Background: an optimization exercise with open tools, aiming at small area and a short achievable clock period. Do not read the settings as production practice.
For this run, only the layout was checked, not whether the RTL still works.
The clock port is modelled as an ideal driver; clocking choices that lean on that would not hold on a real chip.

[design/flow/design.v]
module prng (
    input logic [31:0] seed,
    output logic [31:0] rand_num,
    input logic clk,
    input logic rst
);
    logic [31:0] state;
    wire [30:0] x = state[30:0];
    wire [30:0] xn = ~state[30:0];
    wire [30:0] nxt;
    wire s0; wire c0;
    assign s0 = 1'b1 ^ x[2] ^ xn[0];
    assign c0 = (1'b1 & x[2]) | (1'b1 & xn[0]) | (x[2] & xn[0]);
    wire s1; wire c1;
    assign s1 = 1'b1 ^ x[3] ^ xn[1];
    assign c1 = (1'b1 & x[3]) | (1'b1 & xn[1]) | (x[3] & xn[1]);
    wire s2; wire c2;
    fa u2 (.a(x[4]), .b(xn[2]), .c(xn[0]), .s(s2), .co(c2));
    wire s3; wire c3;
    fa u3 (.a(x[5]), .b(xn[3]), .c(xn[1]), .s(s3), .co(c3));
    wire s4; wire c4;
    assign s4 = 1'b0 ^ x[4] ^ x[2];
    assign c4 = (1'b0 & x[4]) | (1'b0 & x[2]) | (x[4] & x[2]);
    wire s5; wire c5;
    fa u5 (.a(x[6]), .b(c3), .c(~s4), .s(s5), .co(c5));
    wire s6; wire c6;
    fa u6 (.a(x[7]), .b(xn[5]), .c(xn[3]), .s(s6), .co(c6));
    wire s7; wire c7;
    fa u7 (.a(x[0]), .b(~c4), .c(s6), .s(s7), .co(c7));
    wire s8; wire c8;
    fa u8 (.a(x[8]), .b(xn[6]), .c(xn[4]), .s(s8), .co(c8));
    wire s9; wire c9;
    fa u9 (.a(x[1]), .b(c6), .c(s8), .s(s9), .co(c9));
    wire s10; wire c10;
    assign s10 = 1'b1 ^ x[9] ^ x[2];
    assign c10 = (1'b1 & x[9]) | (1'b1 & x[2]) | (x[9] & x[2]);
    wire s11; wire c11;
    fa u11 (.a(xn[7]), .b(xn[5]), .c(xn[0]), .s(s11), .co(c11));
    wire s12; wire c12;
    fa u12 (.a(c8), .b(s10), .c(s11), .s(s12), .co(c12));
    wire s13; wire c13;
    fa u13 (.a(xn[8]), .b(xn[6]), .c(xn[1]), .s(s13), .co(c13));
    wire s14; wire c14;
    fa u14 (.a(x[10]), .b(x[3]), .c(c10), .s(s14), .co(c14));
    wire s15; wire c15;
    fa u15 (.a(c11), .b(s13), .c(c12), .s(s15), .co(c15));
    wire s16; wire c16;
    fa u16 (.a(xn[9]), .b(xn[7]), .c(xn[2]), .s(s16), .co(c16));
    wire s17; wire c17;
    fa u17 (.a(x[11]), .b(x[4]), .c(c13), .s(s17), .co(c17));
    wire s18; wire c18;
    fa u18 (.a(s16), .b(c14), .c(s17), .s(s18), .co(c18));
    wire s19; wire c19;
    assign s19 = 1'b1 ^ x[12] ^ x[5];
    assign c19 = (1'b1 & x[12]) | (1'b1 & x[5]) | (x[12] & x[5]);
    wire s20; wire c20;
    fa u20 (.a(xn[10]), .b(xn[8]), .c(xn[3]), .s(s20), .co(c20));
    wire s21; wire c21;
    fa u21 (.a(x[0]), .b(c16), .c(s19), .s(s21), .co(c21));
    wire s22; wire c22;
    fa u22 (.a(s20), .b(c17), .c(s21), .s(s22), .co(c22));
    wire s23; wire c23;
    assign s23 = 1'b1 ^ x[13] ^ x[6];
    assign c23 = (1'b1 & x[13]) | (1'b1 & x[6]) | (x[13] & x[6]);
    wire s24; wire c24;
    fa u24 (.a(xn[11]), .b(xn[9]), .c(xn[4]), .s(s24), .co(c24));
    wire s25; wire c25;
    fa u25 (.a(x[1]), .b(c19), .c(c20), .s(s25), .co(c25));
    wire s26; wire c26;
    fa u26 (.a(s23), .b(s24), .c(c21), .s(s26), .co(c26));
    wire s27; wire c27;
    fa u27 (.a(s25), .b(c22), .c(s26), .s(s27), .co(c27));
    wire s28; wire c28;
    fa u28 (.a(x[14]), .b(x[7]), .c(x[2]), .s(s28), .co(c28));
    wire s29; wire c29;
    fa u29 (.a(xn[12]), .b(xn[10]), .c(xn[5]), .s(s29), .co(c29));
    wire s30; wire c30;
    fa u30 (.a(x[0]), .b(c23), .c(c24), .s(s30), .co(c30));
    wire s31; wire c31;
    fa u31 (.a(s28), .b(s29), .c(c25), .s(s31), .co(c31));
    wire s32; wire c32;
    fa u32 (.a(s30), .b(c26), .c(s31), .s(s32), .co(c32));
    wire s33; wire c33;
    fa u33 (.a(x[15]), .b(x[8]), .c(x[3]), .s(s33), .co(c33));
    wire s34; wire c34;
    fa u34 (.a(xn[13]), .b(xn[11]), .c(xn[6]), .s(s34), .co(c34));
    wire s35; wire c35;
    fa u35 (.a(x[1]), .b(c28), .c(c29), .s(s35), .co(c35));
    wire s36; wire c36;
    fa u36 (.a(s33), .b(s34), .c(c30), .s(s36), .co(c36));
    wire s37; wire c37;
    fa u37 (.a(s35), .b(c31), .c(s36), .s(s37), .co(c37));
    wire s38; wire c38;
    fa u38 (.a(x[16]), .b(x[9]), .c(x[4]), .s(s38), .co(c38));
    wire s39; wire c39;
    fa u39 (.a(xn[14]), .b(xn[12]), .c(xn[7]), .s(s39), .co(c39));
    wire s40; wire c40;
    fa u40 (.a(x[2]), .b(c33), .c(c34), .s(s40), .co(c40));
    wire s41; wire c41;
    fa u41 (.a(s38), .b(s39), .c(c35), .s(s41), .co(c41));
    wire s42; wire c42;
    fa u42 (.a(s40), .b(c36), .c(s41), .s(s42), .co(c42));
    wire s43; wire c43;
    assign s43 = 1'b1 ^ x[17] ^ x[10];
    assign c43 = (1'b1 & x[17]) | (1'b1 & x[10]) | (x[17] & x[10]);
    wire s44; wire c44;
    fa u44 (.a(xn[15]), .b(xn[13]), .c(xn[8]), .s(s44), .co(c44));
    wire s45; wire c45;
    fa u45 (.a(x[5]), .b(x[3]), .c(xn[0]), .s(s45), .co(c45));
    wire s46; wire c46;
    fa u46 (.a(c38), .b(c39), .c(s43), .s(s46), .co(c46));
    wire s47; wire c47;
    fa u47 (.a(s44), .b(s45), .c(c40), .s(s47), .co(c47));
    wire s48; wire c48;
    fa u48 (.a(s46), .b(c41), .c(s47), .s(s48), .co(c48));
    wire s49; wire c49;
    fa u49 (.a(x[18]), .b(x[11]), .c(x[6]), .s(s49), .co(c49));
    wire s50; wire c50;
    fa u50 (.a(xn[16]), .b(xn[14]), .c(xn[9]), .s(s50), .co(c50));
    wire s51; wire c51;
    fa u51 (.a(x[4]), .b(c43), .c(c44), .s(s51), .co(c51));
    wire s52; wire c52;
    fa u52 (.a(xn[1]), .b(c45), .c(s49), .s(s52), .co(c52));
    wire s53; wire c53;
    fa u53 (.a(s50), .b(c46), .c(s51), .s(s53), .co(c53));
    wire s54; wire c54;
    fa u54 (.a(s52), .b(c47), .c(s53), .s(s54), .co(c54));
    wire s55; wire c55;
    fa u55 (.a(x[19]), .b(x[12]), .c(x[7]), .s(s55), .co(c55));
    wire s56; wire c56;
    fa u56 (.a(xn[17]), .b(xn[15]), .c(xn[10]), .s(s56), .co(c56));
    wire s57; wire c57;
    fa u57 (.a(x[5]), .b(xn[2]), .c(x[0]), .s(s57), .co(c57));
    wire s58; wire c58;
    fa u58 (.a(c49), .b(c50), .c(s55), .s(s58), .co(c58));
    wire s59; wire c59;
    fa u59 (.a(s56), .b(s57), .c(c51), .s(s59), .co(c59));
    wire s60; wire c60;
    fa u60 (.a(c52), .b(s58), .c(c53), .s(s60), .co(c60));
    wire s61; wire c61;
    fa u61 (.a(s59), .b(c54), .c(s60), .s(s61), .co(c61));
    wire s62; wire c62;
    fa u62 (.a(x[20]), .b(x[13]), .c(x[8]), .s(s62), .co(c62));
    wire s63; wire c63;
    fa u63 (.a(xn[18]), .b(xn[16]), .c(xn[11]), .s(s63), .co(c63));
    wire s64; wire c64;
    fa u64 (.a(x[6]), .b(xn[3]), .c(x[1]), .s(s64), .co(c64));
    wire s65; wire c65;
    fa u65 (.a(c55), .b(c56), .c(c57), .s(s65), .co(c65));
    wire s66; wire c66;
    fa u66 (.a(s62), .b(s63), .c(s64), .s(s66), .co(c66));
    wire s67; wire c67;
    fa u67 (.a(c58), .b(s65), .c(s66), .s(s67), .co(c67));
    wire s68; wire c68;
    fa u68 (.a(c59), .b(s67), .c(c60), .s(s68), .co(c68));
    wire s69; wire c69;
    fa u69 (.a(x[21]), .b(x[14]), .c(x[9]), .s(s69), .co(c69));
    wire s70; wire c70;
    fa u70 (.a(xn[19]), .b(xn[17]), .c(xn[12]), .s(s70), .co(c70));
    wire s71; wire c71;
    fa u71 (.a(x[7]), .b(xn[4]), .c(x[2]), .s(s71), .co(c71));
    wire s72; wire c72;
    fa u72 (.a(c62), .b(c63), .c(c64), .s(s72), .co(c72));
    wire s73; wire c73;
    fa u73 (.a(s69), .b(s70), .c(s71), .s(s73), .co(c73));
    wire s74; wire c74;
    fa u74 (.a(c65), .b(c66), .c(s72), .s(s74), .co(c74));
    wire s75; wire c75;
    fa u75 (.a(s73), .b(c67), .c(s74), .s(s75), .co(c75));
    wire s76; wire c76;
    assign s76 = 1'b1 ^ x[22] ^ x[15];
    assign c76 = (1'b1 & x[22]) | (1'b1 & x[15]) | (x[22] & x[15]);
    wire s77; wire c77;
    fa u77 (.a(xn[20]), .b(xn[18]), .c(xn[13]), .s(s77), .co(c77));
    wire s78; wire c78;
    fa u78 (.a(x[10]), .b(x[8]), .c(x[3]), .s(s78), .co(c78));
    wire s79; wire c79;
    fa u79 (.a(xn[5]), .b(xn[0]), .c(c69), .s(s79), .co(c79));
    wire s80; wire c80;
    fa u80 (.a(c70), .b(c71), .c(s76), .s(s80), .co(c80));
    wire s81; wire c81;
    fa u81 (.a(s77), .b(s78), .c(c72), .s(s81), .co(c81));
    wire s82; wire c82;
    fa u82 (.a(c73), .b(s79), .c(s80), .s(s82), .co(c82));
    wire s83; wire c83;
    fa u83 (.a(c74), .b(s81), .c(s82), .s(s83), .co(c83));
    wire s84; wire c84;
    fa u84 (.a(x[23]), .b(x[16]), .c(x[11]), .s(s84), .co(c84));
    wire s85; wire c85;
    fa u85 (.a(xn[21]), .b(xn[19]), .c(xn[14]), .s(s85), .co(c85));
    wire s86; wire c86;
    fa u86 (.a(x[9]), .b(xn[6]), .c(x[4]), .s(s86), .co(c86));
    wire s87; wire c87;
    fa u87 (.a(xn[1]), .b(c76), .c(c77), .s(s87), .co(c87));
    wire s88; wire c88;
    fa u88 (.a(c78), .b(s84), .c(s85), .s(s88), .co(c88));
    wire s89; wire c89;
    fa u89 (.a(s86), .b(c79), .c(c80), .s(s89), .co(c89));
    wire s90; wire c90;
    fa u90 (.a(s87), .b(s88), .c(c81), .s(s90), .co(c90));
    wire s91; wire c91;
    fa u91 (.a(c82), .b(s89), .c(s90), .s(s91), .co(c91));
    wire s92; wire c92;
    fa u92 (.a(x[24]), .b(x[17]), .c(x[12]), .s(s92), .co(c92));
    wire s93; wire c93;
    fa u93 (.a(xn[22]), .b(xn[20]), .c(xn[15]), .s(s93), .co(c93));
    wire s94; wire c94;
    fa u94 (.a(x[10]), .b(xn[7]), .c(x[5]), .s(s94), .co(c94));
    wire s95; wire c95;
    fa u95 (.a(xn[2]), .b(c84), .c(c85), .s(s95), .co(c95));
    wire s96; wire c96;
    fa u96 (.a(c86), .b(s92), .c(s93), .s(s96), .co(c96));
    wire s97; wire c97;
    fa u97 (.a(s94), .b(c87), .c(c88), .s(s97), .co(c97));
    wire s98; wire c98;
    fa u98 (.a(s95), .b(s96), .c(c89), .s(s98), .co(c98));
    wire s99; wire c99;
    fa u99 (.a(s97), .b(c90), .c(s98), .s(s99), .co(c99));
    wire s100; wire c100;
    fa u100 (.a(x[25]), .b(x[18]), .c(x[13]), .s(s100), .co(c100));
    wire s101; wire c101;
    fa u101 (.a(xn[23]), .b(xn[21]), .c(xn[16]), .s(s101), .co(c101));
    wire s102; wire c102;
    fa u102 (.a(x[11]), .b(x[6]), .c(x[0]), .s(s102), .co(c102));
    wire s103; wire c103;
    fa u103 (.a(xn[8]), .b(xn[3]), .c(c92), .s(s103), .co(c103));
    wire s104; wire c104;
    fa u104 (.a(c93), .b(c94), .c(s100), .s(s104), .co(c104));
    wire s105; wire c105;
    fa u105 (.a(s101), .b(s102), .c(c95), .s(s105), .co(c105));
    wire s106; wire c106;
    fa u106 (.a(c96), .b(s103), .c(s104), .s(s106), .co(c106));
    wire s107; wire c107;
    fa u107 (.a(c97), .b(s105), .c(s106), .s(s107), .co(c107));
    wire s108; wire c108;
    fa u108 (.a(c98), .b(s107), .c(c99), .s(s108), .co(c108));
    wire s109; wire c109;
    fa u109 (.a(x[26]), .b(x[19]), .c(x[14]), .s(s109), .co(c109));
    wire s110; wire c110;
    fa u110 (.a(xn[24]), .b(xn[22]), .c(xn[17]), .s(s110), .co(c110));
    wire s111; wire c111;
    fa u111 (.a(x[12]), .b(x[7]), .c(x[1]), .s(s111), .co(c111));
    wire s112; wire c112;
    fa u112 (.a(xn[9]), .b(xn[4]), .c(c100), .s(s112), .co(c112));
    wire s113; wire c113;
    fa u113 (.a(c101), .b(c102), .c(s109), .s(s113), .co(c113));
    wire s114; wire c114;
    fa u114 (.a(s110), .b(s111), .c(c103), .s(s114), .co(c114));
    wire s115; wire c115;
    fa u115 (.a(c104), .b(s112), .c(s113), .s(s115), .co(c115));
    wire s116; wire c116;
    fa u116 (.a(c105), .b(s114), .c(c106), .s(s116), .co(c116));
    wire s117; wire c117;
    fa u117 (.a(s115), .b(c107), .c(s116), .s(s117), .co(c117));
    wire s118; wire c118;
    fa u118 (.a(x[27]), .b(x[20]), .c(x[15]), .s(s118), .co(c118));
    wire s119; wire c119;
    fa u119 (.a(xn[25]), .b(xn[23]), .c(xn[18]), .s(s119), .co(c119));
    wire s120; wire c120;
    fa u120 (.a(x[13]), .b(x[8]), .c(x[2]), .s(s120), .co(c120));
    wire s121; wire c121;
    fa u121 (.a(xn[10]), .b(xn[5]), .c(c109), .s(s121), .co(c121));
    wire s122; wire c122;
    fa u122 (.a(c110), .b(c111), .c(s118), .s(s122), .co(c122));
    wire s123; wire c123;
    fa u123 (.a(s119), .b(s120), .c(c112), .s(s123), .co(c123));
    wire s124; wire c124;
    fa u124 (.a(c113), .b(s121), .c(s122), .s(s124), .co(c124));
    wire s125; wire c125;
    fa u125 (.a(c114), .b(s123), .c(c115), .s(s125), .co(c125));
    wire s126; wire c126;
    fa u126 (.a(s124), .b(c116), .c(s125), .s(s126), .co(c126));
    wire s127; wire c127;
    fa u127 (.a(x[28]), .b(x[21]), .c(x[16]), .s(s127), .co(c127));
    wire s128; wire c128;
    fa u128 (.a(xn[26]), .b(xn[24]), .c(xn[19]), .s(s128), .co(c128));
    wire s129; wire c129;
    fa u129 (.a(x[14]), .b(x[9]), .c(x[3]), .s(s129), .co(c129));
    wire s130; wire c130;
    fa u130 (.a(xn[11]), .b(xn[6]), .c(c118), .s(s130), .co(c130));
    wire s131; wire c131;
    fa u131 (.a(c119), .b(c120), .c(s127), .s(s131), .co(c131));
    wire s132; wire c132;
    fa u132 (.a(s128), .b(s129), .c(c121), .s(s132), .co(c132));
    wire s133; wire c133;
    fa u133 (.a(c122), .b(s130), .c(s131), .s(s133), .co(c133));
    wire s134; wire c134;
    fa u134 (.a(c123), .b(s132), .c(c124), .s(s134), .co(c134));
    wire s135; wire c135;
    fa u135 (.a(s133), .b(c125), .c(s134), .s(s135), .co(c135));
    wire s136; wire c136;
    fa u136 (.a(x[29]), .b(x[22]), .c(x[17]), .s(s136), .co(c136));
    wire s137; wire c137;
    fa u137 (.a(xn[27]), .b(xn[25]), .c(xn[20]), .s(s137), .co(c137));
    wire s138; wire c138;
    fa u138 (.a(x[15]), .b(x[10]), .c(x[4]), .s(s138), .co(c138));
    wire s139; wire c139;
    fa u139 (.a(xn[12]), .b(xn[7]), .c(c127), .s(s139), .co(c139));
    wire s140; wire c140;
    fa u140 (.a(c128), .b(c129), .c(s136), .s(s140), .co(c140));
    wire s141; wire c141;
    fa u141 (.a(s137), .b(s138), .c(c130), .s(s141), .co(c141));
    wire s142; wire c142;
    fa u142 (.a(c131), .b(s139), .c(s140), .s(s142), .co(c142));
    wire s143; wire c143;
    fa u143 (.a(c132), .b(s141), .c(c133), .s(s143), .co(c143));
    wire s144; wire c144;
    fa u144 (.a(s142), .b(c134), .c(s143), .s(s144), .co(c144));
    wire s145;
    assign s145 = x[30] ^ x[23] ^ x[18];
    wire s146;
    assign s146 = x[28] ^ x[26] ^ x[21];
    wire s147;
    assign s147 = x[16] ^ x[11] ^ x[5];
    wire s148;
    assign s148 = xn[13] ^ xn[8] ^ x[0];
    wire s149;
    assign s149 = c136 ^ c137 ^ c138;
    wire s150;
    assign s150 = s145 ^ ~s146 ^ s147;
    wire s151;
    assign s151 = s148 ^ c139 ^ c140;
    wire s152;
    assign s152 = s149 ^ s150 ^ c141;
    wire s153;
    assign s153 = c142 ^ s151 ^ s152;
    wire s154;
    assign s154 = c143 ^ s153 ^ c144;
    wire [30:0] ra, rb;
    assign ra[0] = x[0];
    assign rb[0] = 1'b1;
    assign ra[1] = x[1];
    assign rb[1] = 1'b0;
    assign ra[2] = s0;
    assign rb[2] = 1'b0;
    assign ra[3] = c0;
    assign rb[3] = s1;
    assign ra[4] = c1;
    assign rb[4] = s2;
    assign ra[5] = c2;
    assign rb[5] = s3;
    assign ra[6] = s5;
    assign rb[6] = 1'b0;
    assign ra[7] = c5;
    assign rb[7] = s7;
    assign ra[8] = c7;
    assign rb[8] = s9;
    assign ra[9] = c9;
    assign rb[9] = s12;
    assign ra[10] = s14;
    assign rb[10] = s15;
    assign ra[11] = c15;
    assign rb[11] = s18;
    assign ra[12] = c18;
    assign rb[12] = s22;
    assign ra[13] = s27;
    assign rb[13] = 1'b0;
    assign ra[14] = c27;
    assign rb[14] = s32;
    assign ra[15] = c32;
    assign rb[15] = s37;
    assign ra[16] = c37;
    assign rb[16] = s42;
    assign ra[17] = c42;
    assign rb[17] = s48;
    assign ra[18] = c48;
    assign rb[18] = s54;
    assign ra[19] = s61;
    assign rb[19] = 1'b0;
    assign ra[20] = c61;
    assign rb[20] = s68;
    assign ra[21] = c68;
    assign rb[21] = s75;
    assign ra[22] = c75;
    assign rb[22] = s83;
    assign ra[23] = c83;
    assign rb[23] = s91;
    assign ra[24] = c91;
    assign rb[24] = s99;
    assign ra[25] = s108;
    assign rb[25] = 1'b0;
    assign ra[26] = c108;
    assign rb[26] = s117;
    assign ra[27] = c117;
    assign rb[27] = s126;
    assign ra[28] = c126;
    assign rb[28] = s135;
    assign ra[29] = c135;
    assign rb[29] = s144;
    assign ra[30] = s154;
    assign rb[30] = 1'b0;
    wire [30:0] g0 = ra & rb;
    wire [30:0] p0 = ra ^ rb;
    wire gg1 = g0[1] | (p0[1] & g0[0]);
    wire gg2 = g0[2] | (p0[2] & g0[1]);
    wire pp2 = p0[2] & p0[1];
    wire gg3 = g0[3] | (p0[3] & g0[2]);
    wire pp3 = p0[3] & p0[2];
    wire gg4 = g0[4] | (p0[4] & g0[3]);
    wire pp4 = p0[4] & p0[3];
    wire gg5 = g0[5] | (p0[5] & g0[4]);
    wire pp5 = p0[5] & p0[4];
    wire gg6 = g0[6] | (p0[6] & g0[5]);
    wire pp6 = p0[6] & p0[5];
    wire gg7 = g0[7] | (p0[7] & g0[6]);
    wire pp7 = p0[7] & p0[6];
    wire gg8 = g0[8] | (p0[8] & g0[7]);
    wire pp8 = p0[8] & p0[7];
    wire gg9 = g0[9] | (p0[9] & g0[8]);
    wire pp9 = p0[9] & p0[8];
    wire gg10 = g0[10] | (p0[10] & g0[9]);
    wire pp10 = p0[10] & p0[9];
    wire gg11 = g0[11] | (p0[11] & g0[10]);
    wire pp11 = p0[11] & p0[10];
    wire gg12 = g0[12] | (p0[12] & g0[11]);
    wire pp12 = p0[12] & p0[11];
    wire gg13 = g0[13] | (p0[13] & g0[12]);
    wire pp13 = p0[13] & p0[12];
    wire gg14 = g0[14] | (p0[14] & g0[13]);
    wire pp14 = p0[14] & p0[13];
    wire gg15 = g0[15] | (p0[15] & g0[14]);
    wire pp15 = p0[15] & p0[14];
    wire gg16 = g0[16] | (p0[16] & g0[15]);
    wire pp16 = p0[16] & p0[15];
    wire gg17 = g0[17] | (p0[17] & g0[16]);
    wire pp17 = p0[17] & p0[16];
    wire gg18 = g0[18] | (p0[18] & g0[17]);
    wire pp18 = p0[18] & p0[17];
    wire gg19 = g0[19] | (p0[19] & g0[18]);
    wire pp19 = p0[19] & p0[18];
    wire gg20 = g0[20] | (p0[20] & g0[19]);
    wire pp20 = p0[20] & p0[19];
    wire gg21 = g0[21] | (p0[21] & g0[20]);
    wire pp21 = p0[21] & p0[20];
    wire gg22 = g0[22] | (p0[22] & g0[21]);
    wire pp22 = p0[22] & p0[21];
    wire gg23 = g0[23] | (p0[23] & g0[22]);
    wire pp23 = p0[23] & p0[22];
    wire gg24 = g0[24] | (p0[24] & g0[23]);
    wire pp24 = p0[24] & p0[23];
    wire gg25 = g0[25] | (p0[25] & g0[24]);
    wire pp25 = p0[25] & p0[24];
    wire gg26 = g0[26] | (p0[26] & g0[25]);
    wire pp26 = p0[26] & p0[25];
    wire gg27 = g0[27] | (p0[27] & g0[26]);
    wire pp27 = p0[27] & p0[26];
    wire gg28 = g0[28] | (p0[28] & g0[27]);
    wire pp28 = p0[28] & p0[27];
    wire gg29 = g0[29] | (p0[29] & g0[28]);
    wire pp29 = p0[29] & p0[28];
    wire gg30 = g0[30] | (p0[30] & g0[29]);
    wire pp30 = p0[30] & p0[29];
    wire gg31 = gg2 | (pp2 & g0[0]);
    wire gg32 = gg3 | (pp3 & gg1);
    wire gg33 = gg4 | (pp4 & gg2);
    wire pp33 = pp4 & pp2;
    wire gg34 = gg5 | (pp5 & gg3);
    wire pp34 = pp5 & pp3;
    wire gg35 = gg6 | (pp6 & gg4);
    wire pp35 = pp6 & pp4;
    wire gg36 = gg7 | (pp7 & gg5);
    wire pp36 = pp7 & pp5;
    wire gg37 = gg8 | (pp8 & gg6);
    wire pp37 = pp8 & pp6;
    wire gg38 = gg9 | (pp9 & gg7);
    wire pp38 = pp9 & pp7;
    wire gg39 = gg10 | (pp10 & gg8);
    wire pp39 = pp10 & pp8;
    wire gg40 = gg11 | (pp11 & gg9);
    wire pp40 = pp11 & pp9;
    wire gg41 = gg12 | (pp12 & gg10);
    wire pp41 = pp12 & pp10;
    wire gg42 = gg13 | (pp13 & gg11);
    wire pp42 = pp13 & pp11;
    wire gg43 = gg14 | (pp14 & gg12);
    wire pp43 = pp14 & pp12;
    wire gg44 = gg15 | (pp15 & gg13);
    wire pp44 = pp15 & pp13;
    wire gg45 = gg16 | (pp16 & gg14);
    wire pp45 = pp16 & pp14;
    wire gg46 = gg17 | (pp17 & gg15);
    wire pp46 = pp17 & pp15;
    wire gg47 = gg18 | (pp18 & gg16);
    wire pp47 = pp18 & pp16;
    wire gg48 = gg19 | (pp19 & gg17);
    wire pp48 = pp19 & pp17;
    wire gg49 = gg20 | (pp20 & gg18);
    wire pp49 = pp20 & pp18;
    wire gg50 = gg21 | (pp21 & gg19);
    wire pp50 = pp21 & pp19;
    wire gg51 = gg22 | (pp22 & gg20);
    wire pp51 = pp22 & pp20;
    wire gg52 = gg23 | (pp23 & gg21);
    wire pp52 = pp23 & pp21;
    wire gg53 = gg24 | (pp24 & gg22);
    wire pp53 = pp24 & pp22;
    wire gg54 = gg25 | (pp25 & gg23);
    wire pp54 = pp25 & pp23;
    wire gg55 = gg26 | (pp26 & gg24);
    wire pp55 = pp26 & pp24;
    wire gg56 = gg27 | (pp27 & gg25);
    wire pp56 = pp27 & pp25;
    wire gg57 = gg28 | (pp28 & gg26);
    wire pp57 = pp28 & pp26;
    wire gg58 = gg29 | (pp29 & gg27);
    wire pp58 = pp29 & pp27;
    wire gg59 = gg30 | (pp30 & gg28);
    wire pp59 = pp30 & pp28;
    wire gg60 = gg33 | (pp33 & g0[0]);
    wire gg61 = gg34 | (pp34 & gg1);
    wire gg62 = gg35 | (pp35 & gg31);
    wire gg63 = gg36 | (pp36 & gg32);
    wire gg64 = gg37 | (pp37 & gg33);
    wire pp64 = pp37 & pp33;
    wire gg65 = gg38 | (pp38 & gg34);
    wire pp65 = pp38 & pp34;
    wire gg66 = gg39 | (pp39 & gg35);
    wire pp66 = pp39 & pp35;
    wire gg67 = gg40 | (pp40 & gg36);
    wire pp67 = pp40 & pp36;
    wire gg68 = gg41 | (pp41 & gg37);
    wire pp68 = pp41 & pp37;
    wire gg69 = gg42 | (pp42 & gg38);
    wire pp69 = pp42 & pp38;
    wire gg70 = gg43 | (pp43 & gg39);
    wire pp70 = pp43 & pp39;
    wire gg71 = gg44 | (pp44 & gg40);
    wire pp71 = pp44 & pp40;
    wire gg72 = gg45 | (pp45 & gg41);
    wire pp72 = pp45 & pp41;
    wire gg73 = gg46 | (pp46 & gg42);
    wire pp73 = pp46 & pp42;
    wire gg74 = gg47 | (pp47 & gg43);
    wire pp74 = pp47 & pp43;
    wire gg75 = gg48 | (pp48 & gg44);
    wire pp75 = pp48 & pp44;
    wire gg76 = gg49 | (pp49 & gg45);
    wire pp76 = pp49 & pp45;
    wire gg77 = gg50 | (pp50 & gg46);
    wire pp77 = pp50 & pp46;
    wire gg78 = gg51 | (pp51 & gg47);
    wire pp78 = pp51 & pp47;
    wire gg79 = gg52 | (pp52 & gg48);
    wire pp79 = pp52 & pp48;
    wire gg80 = gg53 | (pp53 & gg49);
    wire pp80 = pp53 & pp49;
    wire gg81 = gg54 | (pp54 & gg50);
    wire pp81 = pp54 & pp50;
    wire gg82 = gg55 | (pp55 & gg51);
    wire pp82 = pp55 & pp51;
    wire gg83 = gg56 | (pp56 & gg52);
    wire pp83 = pp56 & pp52;
    wire gg84 = gg57 | (pp57 & gg53);
    wire pp84 = pp57 & pp53;
    wire gg85 = gg58 | (pp58 & gg54);
    wire pp85 = pp58 & pp54;
    wire gg86 = gg59 | (pp59 & gg55);
    wire pp86 = pp59 & pp55;
    wire gg87 = gg64 | (pp64 & g0[0]);
    wire gg88 = gg65 | (pp65 & gg1);
    wire gg89 = gg66 | (pp66 & gg31);
    wire gg90 = gg67 | (pp67 & gg32);
    wire gg91 = gg68 | (pp68 & gg60);
    wire gg92 = gg69 | (pp69 & gg61);
    wire gg93 = gg70 | (pp70 & gg62);
    wire gg94 = gg71 | (pp71 & gg63);
    wire gg95 = gg72 | (pp72 & gg64);
    wire pp95 = pp72 & pp64;
    wire gg96 = gg73 | (pp73 & gg65);
    wire pp96 = pp73 & pp65;
    wire gg97 = gg74 | (pp74 & gg66);
    wire pp97 = pp74 & pp66;
    wire gg98 = gg75 | (pp75 & gg67);
    wire pp98 = pp75 & pp67;
    wire gg99 = gg76 | (pp76 & gg68);
    wire pp99 = pp76 & pp68;
    wire gg100 = gg77 | (pp77 & gg69);
    wire pp100 = pp77 & pp69;
    wire gg101 = gg78 | (pp78 & gg70);
    wire pp101 = pp78 & pp70;
    wire gg102 = gg79 | (pp79 & gg71);
    wire pp102 = pp79 & pp71;
    wire gg103 = gg80 | (pp80 & gg72);
    wire pp103 = pp80 & pp72;
    wire gg104 = gg81 | (pp81 & gg73);
    wire pp104 = pp81 & pp73;
    wire gg105 = gg82 | (pp82 & gg74);
    wire pp105 = pp82 & pp74;
    wire gg106 = gg83 | (pp83 & gg75);
    wire pp106 = pp83 & pp75;
    wire gg107 = gg84 | (pp84 & gg76);
    wire pp107 = pp84 & pp76;
    wire gg108 = gg85 | (pp85 & gg77);
    wire pp108 = pp85 & pp77;
    wire gg109 = gg86 | (pp86 & gg78);
    wire pp109 = pp86 & pp78;
    wire gg110 = gg95 | (pp95 & g0[0]);
    wire gg111 = gg96 | (pp96 & gg1);
    wire gg112 = gg97 | (pp97 & gg31);
    wire gg113 = gg98 | (pp98 & gg32);
    wire gg114 = gg99 | (pp99 & gg60);
    wire gg115 = gg100 | (pp100 & gg61);
    wire gg116 = gg101 | (pp101 & gg62);
    wire gg117 = gg102 | (pp102 & gg63);
    wire gg118 = gg103 | (pp103 & gg87);
    wire gg119 = gg104 | (pp104 & gg88);
    wire gg120 = gg105 | (pp105 & gg89);
    wire gg121 = gg106 | (pp106 & gg90);
    wire gg122 = gg107 | (pp107 & gg91);
    wire gg123 = gg108 | (pp108 & gg92);
    wire gg124 = gg109 | (pp109 & gg93);
    assign nxt[0] = p0[0];
    assign nxt[1] = p0[1] ^ g0[0];
    assign nxt[2] = p0[2] ^ gg1;
    assign nxt[3] = p0[3] ^ gg31;
    assign nxt[4] = p0[4] ^ gg32;
    assign nxt[5] = p0[5] ^ gg60;
    assign nxt[6] = p0[6] ^ gg61;
    assign nxt[7] = p0[7] ^ gg62;
    assign nxt[8] = p0[8] ^ gg63;
    assign nxt[9] = p0[9] ^ gg87;
    assign nxt[10] = p0[10] ^ gg88;
    assign nxt[11] = p0[11] ^ gg89;
    assign nxt[12] = p0[12] ^ gg90;
    assign nxt[13] = p0[13] ^ gg91;
    assign nxt[14] = p0[14] ^ gg92;
    assign nxt[15] = p0[15] ^ gg93;
    assign nxt[16] = p0[16] ^ gg94;
    assign nxt[17] = p0[17] ^ gg110;
    assign nxt[18] = p0[18] ^ gg111;
    assign nxt[19] = p0[19] ^ gg112;
    assign nxt[20] = p0[20] ^ gg113;
    assign nxt[21] = p0[21] ^ gg114;
    assign nxt[22] = p0[22] ^ gg115;
    assign nxt[23] = p0[23] ^ gg116;
    assign nxt[24] = p0[24] ^ gg117;
    assign nxt[25] = p0[25] ^ gg118;
    assign nxt[26] = p0[26] ^ gg119;
    assign nxt[27] = p0[27] ^ gg120;
    assign nxt[28] = p0[28] ^ gg121;
    assign nxt[29] = p0[29] ^ gg122;
    assign nxt[30] = p0[30] ^ gg123;
    always_ff @(posedge clk) begin
        if (rst) begin
            state <= seed;
        end else begin
            state <= {1'b0, nxt};
        end
        rand_num <= state;
    end
endmodule
module fa (
    input  logic a,
    input  logic b,
    input  logic c,
    output logic s,
    output logic co
);
    assign s = a ^ b ^ c;
    assign co = (a & b) | (a & c) | (b & c);
endmodule
[design/flow/flow/run.sh]
#!/bin/bash
# Standard layout with two changes: the smallest buffer on each port, and
# useful clock skew between registers after clock tree synthesis (skew.tcl).
export BUFFER_PORTS_ARGS="-buffer_cell sky130_fd_sc_hd__buf_1"
export POST_CTS_TCL="$PWD/flow/skew.tcl"
export SKIP_CTS_REPAIR_TIMING=1
bash standard.sh > standard.log 2>&1
[design/flow/flow/skew.py]
#!/usr/bin/env python3
"""Plan a later clock arrival for registers (useful skew).

usage: skew.py PATHS PERIOD

PATHS holds lines "kind from to slack" as skew.tcl writes them. A delay D[r]
(>= 0) on register r's clock changes a register-to-register path s->e by
D[s] - D[e]. The plan finds the smallest period T such that:
  setup   (PERIOD - slack) + D[s] - D[e] <= T      for register pairs
  hold    slack + D[s] - D[e] >= HOLD_MARGIN
  output  (PERIOD - slack) + D[s] <= T            (the skew may only hurt)
  input   (PERIOD - slack) <= T                   (no gain from the skew)
  D[r] <= DMAX
and prints, for each register that needs a delay, a chain of delay cells.
"""
import sys

DMAX = 1.2
HOLD_MARGIN = 0.2
# cells and the delay each adds in front of one register's clock pin (ns)
CELLS = [
    ('sky130_fd_sc_hd__clkbuf_1', 0.09, 3.75),
    ('sky130_fd_sc_hd__dlygate4sd1_1', 0.20, 8.76),
    ('sky130_fd_sc_hd__clkdlybuf4s50_1', 0.46, 10.01),
]

path_file, period = sys.argv[1], float(sys.argv[2])
setup, hold, outp, inp, inhold = {}, {}, {}, {}, {}
regs = set()
for line in open(path_file):
    f = line.split()
    if len(f) != 4:
        continue
    kind, s, e, sl = f[0], f[1], f[2], float(f[3])
    if kind == 'max':
        setup[(s, e)] = min(setup.get((s, e), 1e9), sl)
        regs.update((s, e))
    elif kind == 'min':
        hold[(s, e)] = min(hold.get((s, e), 1e9), sl)
        regs.update((s, e))
    elif kind == 'outmax':
        outp[s] = min(outp.get(s, 1e9), sl)
        regs.add(s)
    elif kind == 'inmax':
        inp[e] = min(inp.get(e, 1e9), sl)
        regs.add(e)
    elif kind == 'inmin':
        inhold[e] = min(inhold.get(e, 1e9), sl)
        regs.add(e)
regs = sorted(regs)
idx = {r: i + 1 for i, r in enumerate(regs)}


def solve(T):
    # difference constraints x[b] >= x[a] + w as edges (a, b, w); longest path
    edges = []
    for r in regs:
        ub = DMAX
        if r in inhold:
            ub = min(ub, max(0.0, inhold[r] - HOLD_MARGIN))
        if r in outp:
            ub = min(ub, T - (period - outp[r]))
        if ub < 0:
            return None
        edges.append((0, idx[r], 0.0))
        edges.append((idx[r], 0, -ub))
    for (s, e), sl in setup.items():
        d = period - sl
        if s == e:
            if d > T:
                return None
            continue
        edges.append((idx[s], idx[e], d - T))
    for (s, e), sl in hold.items():
        if s == e:
            continue
        # D[e] - D[s] <= sl - margin
        edges.append((idx[e], idx[s], -max(0.0, sl - HOLD_MARGIN)))
    for e, sl in inp.items():
        if period - sl > T:
            return None
    n = len(regs) + 1
    x = [0.0] + [-1e18] * (n - 1)
    for it in range(n + 1):
        changed = False
        for a, b, w in edges:
            if x[a] > -1e17 and x[a] + w > x[b] + 1e-9:
                x[b] = x[a] + w
                changed = True
        if not changed:
            return {r: x[idx[r]] for r in regs}
        if x[0] > 1e-9:
            return None
    return None


t0 = max([period - sl for sl in setup.values()] + [period - sl for sl in inp.values()]
         + [period - sl for sl in outp.values()])
lo, hi = 0.0, t0
if solve(hi) is None:
    print(f'# no skew plan (T0 {t0:.3f})')
    sys.exit(0)
for _ in range(40):
    m = (lo + hi) / 2
    if solve(m) is None:
        lo = m
    else:
        hi = m
T = hi
D = solve(T)
print(f'# period without skew {t0:.3f}, with skew {T:.3f}')


def chain(delta):
    # fewest-area chain of cells whose delay is closest to delta
    best = None
    for a in range(0, 4):
        for b in range(0, 4):
            for c in range(0, 4):
                if a + b + c == 0 or a + b + c > 4:
                    continue
                n = (a, b, c)
                d = sum(k * cell[1] for k, cell in zip(n, CELLS))
                area = sum(k * cell[2] for k, cell in zip(n, CELLS))
                cost = abs(d - delta) + 0.004 * area
                if best is None or cost < best[0]:
                    best = (cost, n)
    out = []
    for k, cell in zip(best[1], CELLS):
        out += [cell[0]] * k
    return out


for r in regs:
    d = D[r]
    if d < 0.06:
        continue
    print('delay', r, f'{d:.3f}', ' '.join(chain(d)))
[design/flow/flow/skew.tcl]
# Useful clock skew between registers, run after clock tree synthesis
# (POST_CTS_TCL). It measures the worst setup and hold slack of every
# register-to-register path, and the worst slack of every path from an input
# and to an output, then asks skew.py for a later clock arrival for each
# register that shortens the period set by the register-to-register paths.
# Paths from the inputs and to the outputs get no gain from it: an input path
# must meet that period without the skew, and an output path must meet it with
# the skew. The delays are made by clock buffers put in front of the
# registers' clock pins.

set skew_dir [file dirname [file normalize [info script]]]
set work_dir [file dirname $skew_dir]
set_propagated_clock [all_clocks]
estimate_parasitics -placement

set regs [all_registers -cells]
set clkpin [dict create]
set dpin [dict create]
set cellof [dict create]
foreach r $regs {
  set n [get_full_name $r]
  dict set cellof $n $r
  foreach p [get_pins -of_objects $r] {
    set pn [get_property $p lib_pin_name]
    if { $pn == "CLK" } { dict set clkpin $n $p }
    if { $pn == "D" } { dict set dpin $n $p }
  }
}

set f [open $work_dir/skew_paths.txt w]
foreach r $regs {
  set n [get_full_name $r]
  set cp [dict get $clkpin $n]
  foreach {kind pd} {max max min min} {
    set paths [find_timing_paths -from $cp -path_delay $pd \
      -group_path_count 10000 -endpoint_path_count 1 -unique_paths_to_endpoint]
    foreach p $paths {
      set ep [get_property $p endpoint]
      set epn [get_full_name $ep]
      if { [get_property $ep direction] == "output" } {
        puts $f "out$kind $n - [get_property $p slack]"
      } else {
        set einst [get_full_name [get_cells -of_objects $ep]]
        puts $f "$kind $n $einst [get_property $p slack]"
      }
    }
  }
  set dp [dict get $dpin $n]
  foreach {kind pd} {inmax max inmin min} {
    set paths [find_timing_paths -from [all_inputs] -to $dp -path_delay $pd]
    foreach p $paths {
      puts $f "$kind - $n [get_property $p slack]"
    }
  }
}
close $f

set period [get_property [lindex [all_clocks] 0] period]
exec python3 $skew_dir/skew.py $work_dir/skew_paths.txt $period > $work_dir/skew_plan.txt
puts "skew plan:"
puts [exec cat $work_dir/skew_plan.txt]

set block [ord::get_db_block]
set nbuf 0
foreach line [split [exec cat $work_dir/skew_plan.txt] "\n"] {
  if { [llength $line] < 3 || [lindex $line 0] != "delay" } { continue }
  set n [lindex $line 1]
  set cells [lrange $line 3 end]
  set inst [sta::sta_to_db_inst [dict get $cellof $n]]
  set loc [$inst getLocation]
  foreach cell $cells {
    set p [dict get $clkpin $n]
    set net [get_nets -of_objects $p]
    insert_buffer -buffer_cell $cell -net $net -load_pins [list $p] \
      -location [list [ord::dbu_to_microns [lindex $loc 0]] \
        [ord::dbu_to_microns [lindex $loc 1]]] \
      -buffer_name skewbuf_$nbuf -net_name skewnet_$nbuf
    set bnet [$block findNet skewnet_$nbuf]
    if { $bnet ne "NULL" && $bnet ne "" } { $bnet setSigType CLOCK }
    incr nbuf
  }
}
puts "skew buffers inserted: $nbuf"

detailed_placement
check_placement -verbose
estimate_parasitics -placement
report_worst_slack -max
report_worst_slack -min
[design/flow/standard.sh]
#!/bin/bash
# synth_recipe.tcl (not shown) runs the flow's synth.tcl, then flattens the netlist and writes it again
# the make line also repeats each setting of config.mk as NAME=value (left out here)
make -C /OpenROAD-flow-scripts/flow DESIGN_CONFIG=/design/flow/config.mk WORK_HOME=/design/flow/orfs CLKGATE_MAP_FILE= SYNTH_SCRIPT=/design/flow/synth_recipe.tcl "${@:-finish}"
[design/flow/config.mk]
export PLATFORM = sky130hd
export DESIGN_NAME = prng
export DESIGN_NICKNAME = prng
export VERILOG_FILES = /design/flow/design.v
export SDC_FILE = /design/flow/constraint.sdc
export NUM_CORES = 4
export LEC_CHECK = 0
export CAP_MARGIN = 20
export CORE_MARGIN = 2
export CORE_UTILIZATION = 60
export SETUP_SLACK_MARGIN = 3.0
export SLEW_MARGIN = 20
export SYNTH_HIERARCHICAL = 1
[design/flow/constraint.sdc]
create_clock -name core_clock -period 7.0 [get_ports {clk}]
set_input_delay 1.4000 -clock core_clock [delete_from_list [all_inputs] [get_ports {clk}]]
set_output_delay 1.4000 -clock core_clock [all_outputs]
set_load 0.01 [all_outputs]
==> impl_metrics.toml <==
[critical_path]
timing.setup.critical_path_class = "reg -> reg"
arrival_ps = 5320
timing.critical_path.from_type = "flop"
crit_fanout = 8
critPathRequiredTime_ps = 8400
setup.worst_path.end_class = "flop"

[grt]
grt_most_used_layer = "met2"
grt.total_usage_pct = 33.7
use_met1_pct = 46.8
grt_residual_overflow = 0
grtUsageMet2_pct = 48.6
grt_antenna_before_repair = 0
wire_length_of_the_first_global_routing_pass_um = 26800
use_met3_pct = 11.0
pin_count_of_the_biggest_net_entering_global_routing = 65
number_of_global_route_vias_before_repair = 4776

[detailed_routing]
ant_nets = 0
drc_errors = 0
avgRoutedWirePerCell_um = 21.6
drt-vias-per-instance = 5.70
routed_wl_um = 16700
detail_route.iter0.violations = 360
routed-via-count = 4397
detail_route.first_pass.iterations = 5

[floorplan]
fp.dieArea_mm2 = 0.0112
die_width_um = 106
placement_rows = 37
dieHeight_um = 106
initial_core_util_pct = 60.9
num_io_pins = 66
coreArea_mm2 = 0.0102

[synthesis]
synth-async-reset-ratio_pct = 0
yosysWarningCount = 7
yosysSeqAreaShare_pct = 20.7
post_synth_instance_area_mm2 = 0.00620
synth-edff-count = 0
synth_area_per_cell_um2 = 11.7
synth_nets = 732
ys_dominant_reg_cell = "sky130_fd_sc_hd__dfxtp_1"
yosysUniqueCellTypes = 59
synth_seq_cells = 64
synthesis.instances = 529

[timing]
report.final.slew_viol_count = 0
final_min_period_over_clock_period_pct = 55.9
timing.setup.tns_ps = 0
grt_setup_unrepaired = "true"
report.final.hold_viol_count = 0
tightestPinTransition_ps = 700
finalClockSkew_ps = 1210
tightest_slew_margin_relative_to_the_limit_pct = 53.3
worst_slack_ps = 3090
minimum_clock_period_after_layout_ps = 3910
max_clock_freq_mhz = 255
timing.final.setup_violations = 0

[status]
run_status = "finished clean"

[final_layout]
share_of_post_route_cells_with_drive_strength_above_1_pct = 17.5
diodes = 0
core_occupancy_in_the_finished_layout_pct = 71.4
final_nets = 834
area.growth.synth_to_final_pct = 17.2
instances_no_fill = 772

[clocking]
clkLatencyLatePin_ps = 1560
clkSlewWorstSetupHoldPaths_ps = 60
cts.sink_count = 64
tritoncts = "built"

[placed_design]
port-buffer-count = 65
place_congestion = 1.00
dp_worst_setup_slack_ps = 2320
numPlacedInstances = 722
dp_hpwl_um = 13500

[flow_run]
timing.max_cap.violations = 0

[worst_hold_path]
hold_path.class = "in -> reg"
-- per-module statistics from Yosys, one instance, submodules excluded --
module	flops+latches	area, um2	copies in the design
fa	0	20.0	137
prng	64	3460	1
-- cell usage after synthesis (3+ instances only) --
| cell type | instances | area, um2 |
|---|---|---|
| sky130_fd_sc_hd__a21o_1 | 4 | 30.0 |
| sky130_fd_sc_hd__mux2_2 | 3 | 33.8 |
| sky130_fd_sc_hd__o211ai_1 | 4 | 30.0 |
| sky130_fd_sc_hd__a211oi_1 | 3 | 22.5 |
| sky130_fd_sc_hd__o31ai_1 | 3 | 22.5 |
| sky130_fd_sc_hd__xnor2_1 | 28 | 245 |
| sky130_fd_sc_hd__fa_1 | 137 | 2740 |
| sky130_fd_sc_hd__xor2_1 | 14 | 123 |
| sky130_fd_sc_hd__nor2_1 | 14 | 52.6 |
| sky130_fd_sc_hd__a31oi_1 | 6 | 37.5 |
| sky130_fd_sc_hd__dfxtp_1 | 64 | 1280 |
| sky130_fd_sc_hd__nand3b_1 | 3 | 22.5 |
| sky130_fd_sc_hd__nand2_1 | 44 | 165 |
| sky130_fd_sc_hd__nor3b_1 | 6 | 45.0 |
| sky130_fd_sc_hd__clkbuf_1 | 5 | 18.8 |
| sky130_fd_sc_hd__and2_1 | 3 | 18.8 |
| sky130_fd_sc_hd__a21oi_1 | 15 | 75.1 |
| sky130_fd_sc_hd__inv_1 | 49 | 184 |
| sky130_fd_sc_hd__nand3_1 | 7 | 35.0 |
| sky130_fd_sc_hd__nor3_1 | 5 | 25.0 |
| sky130_fd_sc_hd__o21ai_0 | 31 | 155 |
| sky130_fd_sc_hd__ha_1 | 32 | 400 |
-- metrics by stage --
| step | cell area (um2) | hold slack [ps] |
|---|---|---|
| 6_report | 7270 | 96.4 |
| 5_1_grt | 7270 | 117 |
| 3_5_place_dp | 6700 | 316 |
| 3_3_place_gp | 6700 | 313 |
| 2_1_floorplan | 6340 | 310 |
-- worst paths after layout --
check                           startpoint   endpoint  slack (ps)  cells past startpoint
worst min register to register   state[13]  state[30]         320                      6
worst max-delay path             state[27]  state[30]        3090                     11
worst min-delay path              seed[29]  state[29]         100                      3
worst max register to register   state[27]  state[30]        3090                     11
-- placed cells by master, fill, tap and decap left out, types with 16 or more instances in the layout --
cell,instances
sky130_fd_sc_hd__xnor2_1,27
sky130_fd_sc_hd__ha_1,29
sky130_fd_sc_hd__buf_1,64
sky130_fd_sc_hd__o21ai_0,28
sky130_fd_sc_hd__nand2_1,43
sky130_fd_sc_hd__inv_2,16
sky130_fd_sc_hd__dfxtp_1,40
sky130_fd_sc_hd__inv_1,29
sky130_fd_sc_hd__fa_1,125
sky130_fd_sc_hd__clkdlybuf4s50_1,17
sky130_fd_sc_hd__dfxtp_4,16
-- layout make-up, clock buffers not listed --
cell class | count | area, um2
inverter | 49 | 195
multi-input combinational | 407 | 4800
timing repair buffer | 70 | 283
clock inverter | 6 | 72.6
fill | 795 | 2910
tap | 136 | 170
sequential | 64 | 1350
-- cells by family (layout without fill, tap and decap cells) --
family                     Yosys count  count (layout)  share of synthesized area (%)
adders and majority gates          169             169                           50.7
xor gates and xnor gates            42              42                           5.93
AOI/OAI and AO/OA                   93              93                           9.82
and+or+nand+nor                    100             100                           8.31
muxes                                3               3                          0.545
buffers and inverters               58             165                           4.07
DFF                                 64              64                           20.7
-- sequential cells by signal, indices dropped and copies added, names as in the netlist --
signal and cells:
state 32, rand_num 32
-- metal layers --
metal / part of all wire (%) / vias to the layer above
met5: 0 / -
met4: 4.3 / 0
met3: 9.1 / 50
met2: 44 / 204
met1: 43 / 2174
li1: - / 1969
-- worst max-delay path: stages (launching register included) --
cell and delay, ps:
sky130_fd_sc_hd__dfxtp_1 360, sky130_fd_sc_hd__fa_1 600, sky130_fd_sc_hd__fa_1 450, sky130_fd_sc_hd__fa_1 410, sky130_fd_sc_hd__fa_1 510, sky130_fd_sc_hd__fa_1 460
sky130_fd_sc_hd__ha_1 440, sky130_fd_sc_hd__nand2_1 140, sky130_fd_sc_hd__nor2_1 130, sky130_fd_sc_hd__o2111ai_2 140, sky130_fd_sc_hd__a211oi_1 270, sky130_fd_sc_hd__nor3_2 70

==> port drivers added, routing unchanged <==
No port has a modelled driver above. Below, the same layout with a new extraction and two added sets of constraints.
Step 1 (the two cells are an assumption about what drives the block):
set clk [get_ports {clk}]
set_driving_cell -lib_cell sky130_fd_sc_hd__clkbuf_16 $clk
set_driving_cell -lib_cell sky130_fd_sc_hd__buf_2 [delete_from_list [all_inputs] $clk]
Step 2, shift: input delay + t, output delay - t, t = (earliest + latest rising clock arrival at the registers) / 2. This alone moves slack from input paths to output paths.
Slacks: ideal / step 1 / step 2; pairs: ideal / step 1.
t (ns): 0.992
slack for setup (ns): 3.085 / 3.085 / 3.085
hold WS [ns]: 0.096 / 0.081 / 0.315
latest minus earliest clock arrival (ns): 1.215 / 1.215
worst data-port slew with drivers (ns): 0.04
Clock arrivals are far apart in this run, so t is only a midpoint there and step 2 fits no single register. For this run, drivers alone change the setup slack by 0.000 ns; drivers and shift together by 0.000 ns.
